Source: an optimization exercise on an open RTL-to-GDS flow (aim: small area and a short achievable clock period). Production flows keep margins and buffers that such runs may drop.
No activity file was given, so power comes from the tool's default toggle rates.

==> module bshift, before the edit <==
module bshift(instr_bit_25, imm_value, Rm, Rs, cin, operand2, c_to_alu);
	input        instr_bit_25;
	input [11:0] imm_value;
	input [31:0] Rm;
	input [7:0]  Rs;
	input        cin;
	output [31:0] operand2;
	output        c_to_alu;
	wire   [31:0] reg_out;
	wire          reg_c;
	wire [2:0] sh       = imm_value[6:4];
	wire       reg_form = sh[0];
	wire [7:0] amt  = reg_form ? Rs : {3'd0, imm_value[11:7]};
	wire [4:0] a5   = amt[4:0];
	wire       hi   = |amt[7:5];                  
	wire       az   = ~hi & (a5 == 5'd0);         
	wire       a32  = (amt[7:5] == 3'd1) & (a5 == 5'd0);
	wire       le64 = (amt[7:6] == 2'd0) | (amt == 8'd64);
	wire       lsl  = (sh[2:1] == 2'd0);
	wire       lsr  = (sh[2:1] == 2'd1);
	wire       asr  = (sh[2:1] == 2'd2);
	wire       ror  = (sh[2:1] == 2'd3);
	wire       rrx  = ror & ~reg_form & (a5 == 5'd0);
	wire       sign = Rm[31];
	wire       imm  = 1'b0;   
	wire [31:0] src = imm ? {24'd0, imm_value[7:0]} : Rm;
	wire        pre = ~imm & lsl;
	wire [4:0]  r   = imm ? {imm_value[11:8], 1'b0} :
	                  rrx ? 5'd1 : (a5 ^ {5{lsl}});
	wire [31:0] sp = pre  ? {src[0],    src[31:1]}  : src;
	wire [31:0] s0 = r[0] ? {sp[0],     sp[31:1]}   : sp;
	wire [31:0] s1 = r[1] ? {s0[1:0],   s0[31:2]}   : s0;
	wire [31:0] s2 = r[2] ? {s1[3:0],   s1[31:4]}   : s1;
	wire [31:0] s3 = r[3] ? {s2[7:0],   s2[31:8]}   : s2;
	wire [31:0] rot = r[4] ? {s3[15:0], s3[31:16]}  : s3;
	wire m_ones = imm | ((ror | az) & ~rrx);
	wire m_left = ~imm & lsl & ~az & ~hi;
	wire m_right = ~imm & ((lsr & ~az & ~hi) | (asr & ~az & ~hi) | rrx |
	                       (asr & hi & ~a32 & sign & le64 & (amt != 8'd64)));
	wire [4:0] ma = rrx ? 5'd1 : a5;
	reg  [31:0] lmask, rmask;
	integer i;
	always @* begin
		for (i = 0; i < 32; i = i + 1) begin
			lmask[i]      = (ma <= i);
			rmask[31 - i] = (ma <= i);
		end
	end
	wire [31:0] M = {32{m_ones}} | ({32{m_left}} & lmask) | ({32{m_right}} & rmask);
	wire f1   = ~imm & asr & hi;                  
	wire fill = ~imm & ((asr & ~az & ~hi) | (asr & a32) ? sign : (rrx ? cin : 1'b0));
	assign reg_out = ((rot | {32{f1}}) & M) | ({32{fill}} & ~M);
	wire c_rot31 = imm ? (imm_value[11:8] != 4'd0) :
	               ((lsr | asr) & ~az & ~hi) | (lsr & a32) | rrx | (ror & ~rrx & (a5 != 5'd0));
	wire c_rot0  = ~imm & lsl & ~az & (~hi | a32);
	wire c_const = (imm | az | (ror & ~rrx)) ? cin :
	               (asr & hi & le64) ? sign : 1'b0;
	assign reg_c = c_rot31 ? rot[31] : c_rot0 ? rot[0] : c_const;
	wire [4:0]  ri = {imm_value[11:8], 1'b0};
	wire [31:0] i0 = {24'd0, imm_value[7:0]};
	wire [31:0] i1 = ri[1] ? {i0[1:0],   i0[31:2]}   : i0;
	wire [31:0] i2 = ri[2] ? {i1[3:0],   i1[31:4]}   : i1;
	wire [31:0] i3 = ri[3] ? {i2[7:0],   i2[31:8]}   : i2;
	wire [31:0] iv = ri[4] ? {i3[15:0],  i3[31:16]}  : i3;
	wire        ic = (imm_value[11:8] == 4'd0) ? cin : iv[31];
	assign operand2 = instr_bit_25 ? iv : reg_out;
	assign c_to_alu = instr_bit_25 ? ic : reg_c;
endmodule
==> flow/config.mk <==
export PLATFORM = sky130hd
export DESIGN_NAME = arm7_execute
export DESIGN_NICKNAME = arm7_execute
export VERILOG_FILES = /design/flow/design.v
export SDC_FILE = /design/flow/constraint.sdc
export NUM_CORES = 4
export LEC_CHECK = 0
export CAP_MARGIN = 20
export CORE_MARGIN = 2
export CORE_UTILIZATION = 40
export SLEW_MARGIN = 20
export TNS_END_PERCENT = 0
==> flow/constraint.sdc <==
create_clock -name core_clock -period 13.0 [get_ports {clk}]
set_input_delay 2.6000 -clock core_clock [delete_from_list [all_inputs] [get_ports {clk}]]
set_output_delay 2.6000 -clock core_clock [all_outputs]
set_load 0.01 [all_outputs]
standard.sh (not shown) runs the stock make flow with config.mk's settings and CLKGATE_MAP_FILE= SYNTH_SCRIPT=/design/flow/synth_recipe.tcl, a recipe that flattens the netlist after the stock synthesis.
==> flow/flow/run.sh <==
#!/bin/bash
set -euo pipefail
MARGIN=$(cat flow/margin)
bash standard.sh SETUP_SLACK_MARGIN=$MARGIN \
  "BUFFER_PORTS_ARGS=-buffer_cell sky130_fd_sc_hd__buf_2" finish > flow_standard.log 2>&1
==> flow/flow/margin <==
8
==> next run, changes <==
--- a/flow/design.v
+++ b/flow/design.v
@@ -33,14 +33,12 @@
 	input [11:0] imm_value;
 	input [31:0] Rm;
 	input [7:0]  Rs;
 	input        cin;
 	output [31:0] operand2;
 	output        c_to_alu;
-	wire   [31:0] reg_out;
-	wire          reg_c;
 	wire [2:0] sh       = imm_value[6:4];
 	wire       reg_form = sh[0];
 	wire [7:0] amt  = reg_form ? Rs : {3'd0, imm_value[11:7]};
 	wire [4:0] a5   = amt[4:0];
 	wire       hi   = |amt[7:5];                  
 	wire       az   = ~hi & (a5 == 5'd0);         
@@ -49,55 +47,39 @@
 	wire       lsl  = (sh[2:1] == 2'd0);
 	wire       lsr  = (sh[2:1] == 2'd1);
 	wire       asr  = (sh[2:1] == 2'd2);
 	wire       ror  = (sh[2:1] == 2'd3);
 	wire       rrx  = ror & ~reg_form & (a5 == 5'd0);
 	wire       sign = Rm[31];
-	wire       imm  = 1'b0;   
+	wire       imm  = instr_bit_25;
 	wire [31:0] src = imm ? {24'd0, imm_value[7:0]} : Rm;
-	wire        pre = ~imm & lsl;
 	wire [4:0]  r   = imm ? {imm_value[11:8], 1'b0} :
-	                  rrx ? 5'd1 : (a5 ^ {5{lsl}});
-	wire [31:0] sp = pre  ? {src[0],    src[31:1]}  : src;
-	wire [31:0] s0 = r[0] ? {sp[0],     sp[31:1]}   : sp;
+	                  lsl ? (5'd0 - a5) :
+	                  rrx ? 5'd1 : a5;
+	wire [31:0] s0 = r[0] ? {src[0],    src[31:1]}  : src;
 	wire [31:0] s1 = r[1] ? {s0[1:0],   s0[31:2]}   : s0;
 	wire [31:0] s2 = r[2] ? {s1[3:0],   s1[31:4]}   : s1;
 	wire [31:0] s3 = r[3] ? {s2[7:0],   s2[31:8]}   : s2;
 	wire [31:0] rot = r[4] ? {s3[15:0], s3[31:16]}  : s3;
 	wire m_ones = imm | ((ror | az) & ~rrx);
 	wire m_left = ~imm & lsl & ~az & ~hi;
 	wire m_right = ~imm & ((lsr & ~az & ~hi) | (asr & ~az & ~hi) | rrx |
 	                       (asr & hi & ~a32 & sign & le64 & (amt != 8'd64)));
 	wire [4:0] ma = rrx ? 5'd1 : a5;
-	reg  [31:0] lmask, rmask;
-	integer i;
-	always @* begin
-		for (i = 0; i < 32; i = i + 1) begin
-			lmask[i]      = (ma <= i);
-			rmask[31 - i] = (ma <= i);
-		end
-	end
+	wire [31:0] rmask = 32'hffffffff >> ma;
+	wire [31:0] lmask = 32'hffffffff << ma;
 	wire [31:0] M = {32{m_ones}} | ({32{m_left}} & lmask) | ({32{m_right}} & rmask);
 	wire f1   = ~imm & asr & hi;                  
 	wire fill = ~imm & ((asr & ~az & ~hi) | (asr & a32) ? sign : (rrx ? cin : 1'b0));
-	assign reg_out = ((rot | {32{f1}}) & M) | ({32{fill}} & ~M);
+	assign operand2 = ((rot | {32{f1}}) & M) | ({32{fill}} & ~M);
 	wire c_rot31 = imm ? (imm_value[11:8] != 4'd0) :
 	               ((lsr | asr) & ~az & ~hi) | (lsr & a32) | rrx | (ror & ~rrx & (a5 != 5'd0));
 	wire c_rot0  = ~imm & lsl & ~az & (~hi | a32);
 	wire c_const = (imm | az | (ror & ~rrx)) ? cin :
 	               (asr & hi & le64) ? sign : 1'b0;
-	assign reg_c = c_rot31 ? rot[31] : c_rot0 ? rot[0] : c_const;
-	wire [4:0]  ri = {imm_value[11:8], 1'b0};
-	wire [31:0] i0 = {24'd0, imm_value[7:0]};
-	wire [31:0] i1 = ri[1] ? {i0[1:0],   i0[31:2]}   : i0;
-	wire [31:0] i2 = ri[2] ? {i1[3:0],   i1[31:4]}   : i1;
-	wire [31:0] i3 = ri[3] ? {i2[7:0],   i2[31:8]}   : i2;
-	wire [31:0] iv = ri[4] ? {i3[15:0],  i3[31:16]}  : i3;
-	wire        ic = (imm_value[11:8] == 4'd0) ? cin : iv[31];
-	assign operand2 = instr_bit_25 ? iv : reg_out;
-	assign c_to_alu = instr_bit_25 ? ic : reg_c;
+	assign c_to_alu = c_rot31 ? rot[31] : c_rot0 ? rot[0] : c_const;
 endmodule
 module cond(nzcv, condition_code, will_this_be_executed);
 	input  [3:0] nzcv;
 	input  [3:0] condition_code;
 	output reg   will_this_be_executed;
 	wire n = nzcv[3], z = nzcv[2], c = nzcv[1], v = nzcv[0];
Outcome:
- via count decreases by about 6%
- first-iteration DRC count came out lower by about 17%
- clock-buffer cell count is lower by 1
- clock power came out lower by 3.8%
- area after synthesis goes down by about 5%
- die area drops by 4.7%
- power is about the same
No run of this note included a check of the RTL's function; only the layout flow was run.

[separate check: timing with driven ports]
No port has a modelled driver above. Below, the same layouts with a new extraction and two added sets of constraints.
Step 1 sets driving cells, clkbuf_16 on the clock port and buf_2 on the other inputs (assumed; they add their load-dependent delay and slew).
Step 2 moves the port delays by t, midway between the first and last clock arrival at a register: inputs arrive t later, outputs are due t later. That takes back most of the time a late clock gives input paths.
Slacks: ideal / step 1 / step 2; pairs: ideal / step 1.
run	t (ns)	slack for setup (ns)	hold WS [ns]	worst setup path after step 2	worst slew at a driven data input, ns
the first run	0.545	7.177 / 7.177 / 6.725	0.329 / 0.329 / 0.329	input to register	0.07
the second run	0.563	6.963 / 6.963 / 6.449	0.336 / 0.336 / 0.336	input to register	0.11
After both steps every run listed still meets setup and hold. The setup slack of the second run, which loses most, moves by 0.000 ns with the drivers and by -0.514 ns with both steps.
